Context: an optimization exercise on an open-source flow, tuned for small area. The choices shown serve that exercise and are no tape-out recipe. Only simulation tests tie the RTL to the original design; equivalence was not proved. The flow treats the clock pin as an ideal source, which a real chip does not have. Power figures rest on the tool's default switching activity, not on a simulated workload.

== v6 ==
## conv_l1
module conv_l1(
    	input clk,
    	input reset,
    	input [7:0] pxl_in,
		input [7:0] kernel_00, input [7:0] kernel_01, input [7:0] kernel_02,
		input [7:0] kernel_10, input [7:0] kernel_11, input [7:0] kernel_12,
		input [7:0] kernel_20, input [7:0] kernel_21, input [7:0] kernel_22,
    	output [15:0] pxl_out,
		output valid
    );
Settings: LEC_CHECK=0, CAP_MARGIN=20, CORE_MARGIN=2, CORE_UTILIZATION=60, PLACE_DENSITY=0.75, SLEW_MARGIN=20, SYNTH_HIERARCHICAL=1; clock period 12.0 ns.
standard.sh (not shown) runs the stock make flow with config.mk's settings and CLKGATE_MAP_FILE= SYNTH_SCRIPT=/design/flow/synth_recipe.tcl, a recipe that flattens the netlist after the stock synthesis.
==> flow/flow/run.sh <==
#!/bin/bash
# The standard layout (standard.sh), with clock tree synthesis told to use
# larger sink clusters of clkbuf_16 and no dummy loads.
set -euo pipefail
export CTS_ARGS="-sink_clustering_enable -repair_clock_nets -dont_use_dummy_load -sink_clustering_size ${CTS_SIZE:-35} -sink_clustering_max_diameter ${CTS_DIAM:-60} -buf_list sky130_fd_sc_hd__buf_12"
bash standard.sh > standard.log 2>&1
Modified inputs, v7 compared to v6
Settings: a change of CORE_UTILIZATION from 60 to 50; a change of PLACE_DENSITY from 0.75 to 0.6.
==> flow/flow/run.sh <==
#!/bin/bash
# The standard layout (standard.sh), with clock tree synthesis told to use
# larger sink clusters of clkbuf_16 and no dummy loads.
set -euo pipefail
export CTS_ARGS="-sink_clustering_enable -repair_clock_nets -dont_use_dummy_load -sink_clustering_size ${CTS_SIZE:-40} -sink_clustering_max_diameter ${CTS_DIAM:-45} -buf_list sky130_fd_sc_hd__clkbuf_16"
bash standard.sh > standard.log 2>&1
## What came out
- NOTE: remaining max-slew budget at the tightest pin in v7 exceeds that of v6
- Looking at routed wire length, v7 sits 10000 µm higher than v6 does.
- Diff v6 and v7: latest clock arrival within the worst-skew pair lower in v6
- On power attributed to combinational cells, v6 and v7 are neck and neck.
- v6 vs v7, worst setup path startpoint: pxl_in[6] vs pxl_in[7]
- Fraction of final layout cells with drive strength greater than 1 sits higher in v7 than in v6.
- From v6 to v7 the numbers moved as follows: time the final worst path needs with I/O delays and setup went down 33 ps; fraction of power spent switching nets went down; number of cells after detailed placement higher.
- Changes observed in v7 relative to v6: first-pass GRT wire length saw an increase; layout buffer count excluding clock buffers saw an increase; maximum achievable frequency saw little to no change.

---

Another version of the RTL of conv_l1 (not shown whole).
For scale: about 20000 cells after synthesis, roughly 19000 flip-flops, ~99 I/O pins, about 400000 µm² of cells after synthesis.
==> flow/config.mk <==
export PLATFORM = sky130hd
export DESIGN_NAME = conv_l1
export DESIGN_NICKNAME = conv_l1
export VERILOG_FILES = /design/flow/design.v
export SDC_FILE = /design/flow/constraint.sdc
export NUM_CORES = 8
export LEC_CHECK = 0
export CAP_MARGIN = 20
export CORE_MARGIN = 2
export CORE_UTILIZATION = 60
export GPL_TIMING_DRIVEN = 0
export PLACE_DENSITY = 0.75
export SETUP_SLACK_MARGIN = 0.1
export SLEW_MARGIN = 20
export SYNTH_HIERARCHICAL = 1
==> flow/constraint.sdc <==
create_clock -name core_clock -period 12.0 [get_ports {clk}]
set_input_delay 2.4000 -clock core_clock [delete_from_list [all_inputs] [get_ports {clk}]]
set_output_delay 2.4000 -clock core_clock [all_outputs]
set_load 0.01 [all_outputs]
==> flow/flow/run.sh <==
#!/bin/bash
# The standard layout (standard.sh), run with these changes:
# - clock tree synthesis builds sink clusters of 33 flip-flops driven by
#   buf_12, with buf_8 above them and no dummy loads; post_cts.tcl then
#   resizes each leaf buffer to the smallest that keeps the flip-flop
#   clock-pin slew under LEAF_SLEW_PS (estimated after placement);
# - io.tcl puts all ports next to each other on the left edge;
# - every port gets a buf_2 as its port buffer (resized later as needed);
# - clock nets may be routed from met2 up.
# ORFS writes each step's full log under orfs/logs; make's own output goes
# to standard.log.
set -euo pipefail
here=$(cd "$(dirname "$0")" && pwd)
export CTS_ARGS="-sink_clustering_enable -repair_clock_nets -dont_use_dummy_load -sink_clustering_size 33 -sink_clustering_max_diameter 80 -buf_list sky130_fd_sc_hd__buf_12 -tree_buf sky130_fd_sc_hd__buf_8"
export POST_CTS_TCL="$here/post_cts.tcl"
export LEAF_SLEW_PS=118
export IO_CONSTRAINTS="$here/io.tcl"
export MIN_CLK_ROUTING_LAYER=met2
export BUFFER_PORTS_ARGS="-buffer_cell sky130_fd_sc_hd__buf_2"
bash standard.sh > standard.log 2>&1
Other scripts of this flow, unchanged in this note and not shown: flow/flow/io.tcl, flow/flow/leafsize.tcl, flow/flow/post_cts.tcl
Next try:
==> flow/flow/run.sh (replaced) <==
#!/bin/bash
# The standard layout (standard.sh) with a leaner clock tree: clock tree
# synthesis builds sink clusters of buf_12 without dummy loads, then
# post_cts.tcl resizes each leaf buffer to the smallest that keeps the
# flip-flop clock-pin slew under LEAF_SLEW_PS.
set -euo pipefail
here=$(cd "$(dirname "$0")" && pwd)
export CTS_ARGS="-sink_clustering_enable -repair_clock_nets -dont_use_dummy_load -sink_clustering_size 33 -sink_clustering_max_diameter 80 -buf_list sky130_fd_sc_hd__buf_12 -tree_buf sky130_fd_sc_hd__buf_8"
export POST_CTS_TCL="$here/post_cts.tcl"
export LEAF_SLEW_PS=118
export IO_CONSTRAINTS="$here/io.tcl"
export MIN_CLK_ROUTING_LAYER=met2
export BUFFER_PORTS_ARGS="-buffer_cell sky130_fd_sc_hd__buf_1"
bash standard.sh > standard.log 2>&1
After rerunning:
- worst setup slack is better by 0.059 ns
- clock skew goes up by 0.023 ns
- die area does not change
- sequential power barely changes
- core utilization is about the same

---

conv_l1 with an RTL version that a note above also has.
Size in the first run: ~21000 cells after synthesis, ~99 I/O pins, roughly 400000 um^2 of cells after synthesis.
Design conv_l1, start of the top module:
module conv_l1(
    	input clk,
    	input reset,
    	input [7:0] pxl_in,
		input [7:0] kernel_00, input [7:0] kernel_01, input [7:0] kernel_02,
		input [7:0] kernel_10, input [7:0] kernel_11, input [7:0] kernel_12,
		input [7:0] kernel_20, input [7:0] kernel_21, input [7:0] kernel_22,
    	output [15:0] pxl_out,
		output valid
    );
	localparam ROW = 1200;	 
	localparam COL = 6;	 
	localparam DEPTH = 2*ROW + 2*COL;	 
	reg [8*DEPTH-1:0] line;
	always @(posedge clk)
		line <= {line[8*DEPTH-9:0], pxl_in};
	wire [7:0] x00 = line[8*(2*ROW+2*COL)-1 -: 8];
	wire [7:0] x01 = line[8*(2*ROW+COL)-1 -: 8];
	wire [7:0] x02 = line[8*(2*ROW)-1 -: 8];
	wire [7:0] x10 = line[8*(ROW+2*COL)-1 -: 8];
	wire [7:0] x11 = line[8*(ROW+COL)-1 -: 8];
	wire [7:0] x12 = line[8*ROW-1 -: 8];
	wire [7:0] x20 = line[8*(2*COL)-1 -: 8];
	wire [7:0] x21 = line[8*COL-1 -: 8];
	wire [15:0] sum;
	assign pxl_out = sum;
	wire pp1;
	wire pp3;
	wire pp5;
	wire pp7;
	wire pp9;
	wire pp11;
	wire pp13;
	wire pp15;
	wire pp17;
	wire pp19;
	wire pp21;
	wire pp23;
	wire pp25;
	wire pp27;
	wire pp29;
	wire pp31;
	wire pp33;
	wire pp35;
	wire pp37;
	wire pp39;
	wire pp41;
	wire pp43;
	wire pp45;
	wire pp47;
	wire pp49;
	wire pp51;
	wire pp53;
	wire pp55;
	wire pp57;
	wire pp59;
	wire pp61;
	wire pp63;
	wire pp65;
	wire pp67;
	wire pp69;
	wire pp71;
	wire pp73;
	wire pp75;
	wire pp77;
	wire pp79;
	wire pp81;
	wire pp83;
	wire pp85;
	wire pp87;
	wire pp89;
	wire pp91;
	wire pp93;
	wire pp95;
	wire pp97;
	wire pp99;
	wire pp101;
	wire pp103;
	wire pp105;
	wire pp107;
	wire pp109;
	wire pp111;
	wire pp113;
	wire pp115;
	wire pp117;
	wire pp119;
	wire pp121;
	wire pp123;
	wire pp125;
	wire pp127;
	wire pp129;
	wire pp131;
	wire pp133;
	wire pp135;
	wire pp137;
	wire pp139;
	wire pp141;
	wire pp143;
	wire pp145;
	wire pp147;
	wire pp149;
	wire pp151;
	wire pp153;
	wire pp155;
	wire pp157;
	wire pp159;
	wire pp161;
	wire pp163;
	wire pp165;
	wire pp167;
	wire pp169;
	wire pp171;
	wire pp173;
	wire pp175;
	wire pp177;
	wire pp179;
	wire pp181;
	wire pp183;
  ...
export LEC_CHECK = 0
export CAP_MARGIN = 20
export CORE_MARGIN = 2
export CORE_UTILIZATION = 60
export PLACE_DENSITY = 0.75
export SLEW_MARGIN = 20
export SYNTH_HIERARCHICAL = 1
create_clock -name core_clock -period 12.0 [get_ports {clk}]
==> flow/flow/run.sh <==
#!/bin/bash
# The standard layout (standard.sh) with a leaner clock tree: clock tree
# synthesis builds sink clusters of buf_12 without dummy loads, then
# post_cts.tcl resizes each leaf buffer to the smallest that keeps the
# flip-flop clock-pin slew under LEAF_SLEW_PS.
set -euo pipefail
here=$(cd "$(dirname "$0")" && pwd)
export CTS_ARGS="-sink_clustering_enable -repair_clock_nets -dont_use_dummy_load -sink_clustering_size 35 -sink_clustering_max_diameter 60 -buf_list sky130_fd_sc_hd__buf_12"
export POST_CTS_TCL="$here/post_cts.tcl"
export LEAF_SLEW_PS=120
export IO_CONSTRAINTS="$here/io.tcl"
bash standard.sh > standard.log 2>&1
==> flow/flow/io.tcl <==
# All ports on one stretch of the left edge, next to each other, so the
# adder tree and the pixel taps gather there instead of spreading over the die.
set die [[ord::get_db_block] getDieArea]
set h [expr {[$die dy] / 1000.0}]
set lo [expr {int($h / 2 - 85)}]
set hi [expr {int($h / 2 + 85)}]
set_io_pin_constraint -pin_names [get_ports *] -region left:$lo-$hi
==> flow/flow/post_cts.tcl <==
# Runs at the end of ORFS's CTS step (POST_CTS_TCL): resize the clock-tree
# leaf buffers to the smallest that keeps the flip-flop clock-pin slew low.
source [file join [file dirname [info script]] leafsize.tcl]
set_propagated_clock [all_clocks]
estimate_parasitics -placement
leaf_resize $::env(LEAF_SLEW_PS) {sky130_fd_sc_hd__buf_2 sky130_fd_sc_hd__buf_4 sky130_fd_sc_hd__buf_6 sky130_fd_sc_hd__buf_8 sky130_fd_sc_hd__buf_12 sky130_fd_sc_hd__clkbuf_16 sky130_fd_sc_hd__buf_16}
detailed_placement
check_placement -verbose
Other scripts of this flow, unchanged in this note and not shown: flow/flow/leafsize.tcl
Then changed:
--- a/flow/flow/run.sh
+++ b/flow/flow/run.sh
@@ -7,3 +7,3 @@
 here=$(cd "$(dirname "$0")" && pwd)
-export CTS_ARGS="-sink_clustering_enable -repair_clock_nets -dont_use_dummy_load -sink_clustering_size 35 -sink_clustering_max_diameter 60 -buf_list sky130_fd_sc_hd__buf_12"
+export CTS_ARGS="-sink_clustering_enable -repair_clock_nets -dont_use_dummy_load -sink_clustering_size 35 -sink_clustering_max_diameter 70 -buf_list sky130_fd_sc_hd__buf_12"
 export POST_CTS_TCL="$here/post_cts.tcl"
@@ -11,2 +11,3 @@
 export IO_CONSTRAINTS="$here/io.tcl"
+export BUFFER_PORTS_ARGS="-buffer_cell sky130_fd_sc_hd__buf_2"
 bash standard.sh > standard.log 2>&1
--- a/flow/config.mk
+++ b/flow/config.mk
@@ -9,4 +9,5 @@
 export CORE_MARGIN = 2
-export CORE_UTILIZATION = 60
-export PLACE_DENSITY = 0.75
+export CORE_UTILIZATION = 70
+export GPL_TIMING_DRIVEN = 0
+export PLACE_DENSITY = 0.85
 export SLEW_MARGIN = 20
=> With this change the flow failed in clock tree synthesis (4_1_cts) on DPL-0033. Synthesized area stays the same. Synthesized cell count stays the same.
Then changed:
--- a/flow/flow/run.sh
+++ b/flow/flow/run.sh
@@ -7,3 +7,3 @@
 here=$(cd "$(dirname "$0")" && pwd)
-export CTS_ARGS="-sink_clustering_enable -repair_clock_nets -dont_use_dummy_load -sink_clustering_size 35 -sink_clustering_max_diameter 70 -buf_list sky130_fd_sc_hd__buf_12"
+export CTS_ARGS="-sink_clustering_enable -repair_clock_nets -dont_use_dummy_load -sink_clustering_size 35 -sink_clustering_max_diameter 70 -buf_list sky130_fd_sc_hd__buf_12 -tree_buf sky130_fd_sc_hd__buf_8"
 export POST_CTS_TCL="$here/post_cts.tcl"
--- a/flow/config.mk
+++ b/flow/config.mk
@@ -9,5 +9,5 @@
 export CORE_MARGIN = 2
-export CORE_UTILIZATION = 70
+export CORE_UTILIZATION = 60
 export GPL_TIMING_DRIVEN = 0
-export PLACE_DENSITY = 0.85
+export PLACE_DENSITY = 0.75
 export SLEW_MARGIN = 20
What happened:
- With this change the flow went through all stages and came out clean
- area after synthesis does not change
- synthesized cell count is unchanged
Then changed:
==> flow/flow/run.sh (replaced) <==
#!/bin/bash
# The standard layout (standard.sh) with a leaner clock tree: clock tree
# synthesis builds sink clusters of buf_12 without dummy loads, then
# post_cts.tcl resizes each leaf buffer to the smallest that keeps the
# flip-flop clock-pin slew under LEAF_SLEW_PS.
set -euo pipefail
here=$(cd "$(dirname "$0")" && pwd)
export CTS_ARGS="-sink_clustering_enable -repair_clock_nets -dont_use_dummy_load -sink_clustering_size 35 -sink_clustering_max_diameter 60 -buf_list sky130_fd_sc_hd__buf_12"
export POST_CTS_TCL="$here/post_cts.tcl"
export LEAF_SLEW_PS=120
export IO_CONSTRAINTS="$here/io.tcl"
bash standard.sh > standard.log 2>&1
--- a/flow/flow/io.tcl
+++ b/flow/flow/io.tcl
@@ -4,4 +4,4 @@
 set h [expr {[$die dy] / 1000.0}]
-set lo [expr {int($h / 2 - 85)}]
-set hi [expr {int($h / 2 + 85)}]
+set lo [expr {int($h / 2 - 60)}]
+set hi [expr {int($h / 2 + 60)}]
 set_io_pin_constraint -pin_names [get_ports *] -region left:$lo-$hi
--- a/flow/config.mk
+++ b/flow/config.mk
@@ -10,3 +10,2 @@
 export CORE_UTILIZATION = 60
-export GPL_TIMING_DRIVEN = 0
 export PLACE_DENSITY = 0.75
=> The changed run never finished: it broke off in I/O pin placement (3_2_place_iop) (PPL-0111); synthesized area does not change; synthesized cell count does not change.
Then changed:
--- a/flow/flow/run.sh
+++ b/flow/flow/run.sh
@@ -11,2 +11,3 @@
 export IO_CONSTRAINTS="$here/io.tcl"
+export BUFFER_PORTS_ARGS="-buffer_cell sky130_fd_sc_hd__buf_2"
 bash standard.sh > standard.log 2>&1
--- a/flow/flow/io.tcl
+++ b/flow/flow/io.tcl
@@ -4,4 +4,4 @@
 set h [expr {[$die dy] / 1000.0}]
-set lo [expr {int($h / 2 - 60)}]
-set hi [expr {int($h / 2 + 60)}]
+set lo [expr {int($h / 2 - 85)}]
+set hi [expr {int($h / 2 + 85)}]
 set_io_pin_constraint -pin_names [get_ports *] -region left:$lo-$hi
The new run passed the timing, design-rule and antenna checks.
Synthesized cell count stays the same.
Area after synthesis does not change.
Then changed:
--- a/flow/flow/run.sh
+++ b/flow/flow/run.sh
@@ -7,3 +7,3 @@
 here=$(cd "$(dirname "$0")" && pwd)
-export CTS_ARGS="-sink_clustering_enable -repair_clock_nets -dont_use_dummy_load -sink_clustering_size 35 -sink_clustering_max_diameter 60 -buf_list sky130_fd_sc_hd__buf_12"
+export CTS_ARGS="-sink_clustering_enable -repair_clock_nets -dont_use_dummy_load -sink_clustering_size 35 -sink_clustering_max_diameter 70 -buf_list sky130_fd_sc_hd__buf_12 -tree_buf sky130_fd_sc_hd__buf_8"
 export POST_CTS_TCL="$here/post_cts.tcl"
@@ -11,2 +11,3 @@
 export IO_CONSTRAINTS="$here/io.tcl"
+export POST_GLOBAL_ROUTE_TCL="$here/post_grt.tcl"
 export BUFFER_PORTS_ARGS="-buffer_cell sky130_fd_sc_hd__buf_2"
--- a/flow/flow/post_cts.tcl
+++ b/flow/flow/post_cts.tcl
@@ -8 +8,3 @@
 check_placement -verbose
+source [file join [file dirname [info script]] report_leaf.tcl]
+report_leaf_slews [file join $::env(LOG_DIR) leaf_cts.txt]
==> flow/flow/post_grt.tcl (new file) <==
source [file join [file dirname [info script]] report_leaf.tcl]
report_leaf_slews [file join $::env(LOG_DIR) leaf_grt.txt]
==> flow/flow/report_leaf.tcl (new file) <==
# Report, per clock-tree leaf net, the worst flip-flop clock-pin slew (ps)
# with the parasitics estimated at this point of the flow.
proc report_leaf_slews {file} {
  set f [open $file w]
  foreach inst [[ord::get_db_block] getInsts] {
    if {![string match "clkbuf_*" [$inst getName]]} continue
    set out ""
    foreach it [$inst getITerms] { if {[$it isOutputSignal]} { set out [$it getNet] } }
    if {$out eq "" || $out eq "NULL"} continue
    set sinks [get_pins -of_objects [get_nets [$out getName]] -filter "direction==input"]
    set w 0
    foreach pin $sinks {
      foreach q {slew_max_rise slew_max_fall} { set s [get_property $pin $q]; if {$s > $w} { set w $s } }
    }
    puts $f "[$out getName] [[$inst getMaster] getName] [llength $sinks] [format %.2f [expr {$w*1000}]]"
  }
  close $f
}
--- a/flow/config.mk
+++ b/flow/config.mk
@@ -10,2 +10,3 @@
 export CORE_UTILIZATION = 60
+export GPL_TIMING_DRIVEN = 0
 export PLACE_DENSITY = 0.75
Effect:
- first-iteration DRC count goes up by 4.0%
- sequential share of layout area goes up by 0.24 points
- via count goes down by 0.48%
- total power goes down by 0.74%
- setup slack barely changes
- routed wire length goes down by 4.0%
- design area stays flat
- utilization goes down by 0.17 points

[separate check: timing with driven ports]
The flow's constraints put no driver on any port. The routed layouts listed below were extracted and timed again, unchanged, in two steps. Step 1 (the two cells are an assumption about what drives the block):
set clk [get_ports {clk}]
set_driving_cell -lib_cell sky130_fd_sc_hd__clkbuf_16 $clk
set_driving_cell -lib_cell sky130_fd_sc_hd__buf_2 [delete_from_list [all_inputs] $clk]
Step 2 adds t to the input delays and takes it off the output delays; t is the mean of the earliest and latest rising clock arrival at the registers after step 1. Input paths then give back, and output paths get back, about the clock's delay inside the block. a / b / c = ideal / step 1 / step 2; a / b = the first two.
run | t (ns) | setup slack, ns | worst register clock-pin slew, ns
v6 | 1.111 | 0.208 / 0.032 / 0.032 | 0.13 / 0.13
v7 | 1.301 | 0.241 / 0.058 / 0.058 | 0.10 / 0.10
the first run of note 2 | 1.161 | 0.098 / 0.037 / 0.037 | 0.12 / 0.12
the second run of note 2 | 1.136 | 0.157 / 0.005 / 0.005 | 0.12 / 0.12
the first run of note 3 | 1.116 | 0.147 / 0.043 / 0.043 | 0.12 / 0.12
the third run of note 3 | 1.197 | 0.181 / 0.153 / 0.153 | 0.12 / 0.12
the fifth run of note 3 | 1.085 | 0.179 / -0.053 / -0.053 | 0.13 / 0.13
the sixth run of note 3 | 1.197 | 0.181 / 0.153 / 0.153 | 0.12 / 0.12
Met with ideal ports but missed after step 2: setup timing in the fifth run of note 3. The setup slack of the fifth run of note 3, which loses most, moves by -0.232 ns with the drivers and by -0.232 ns with both steps.
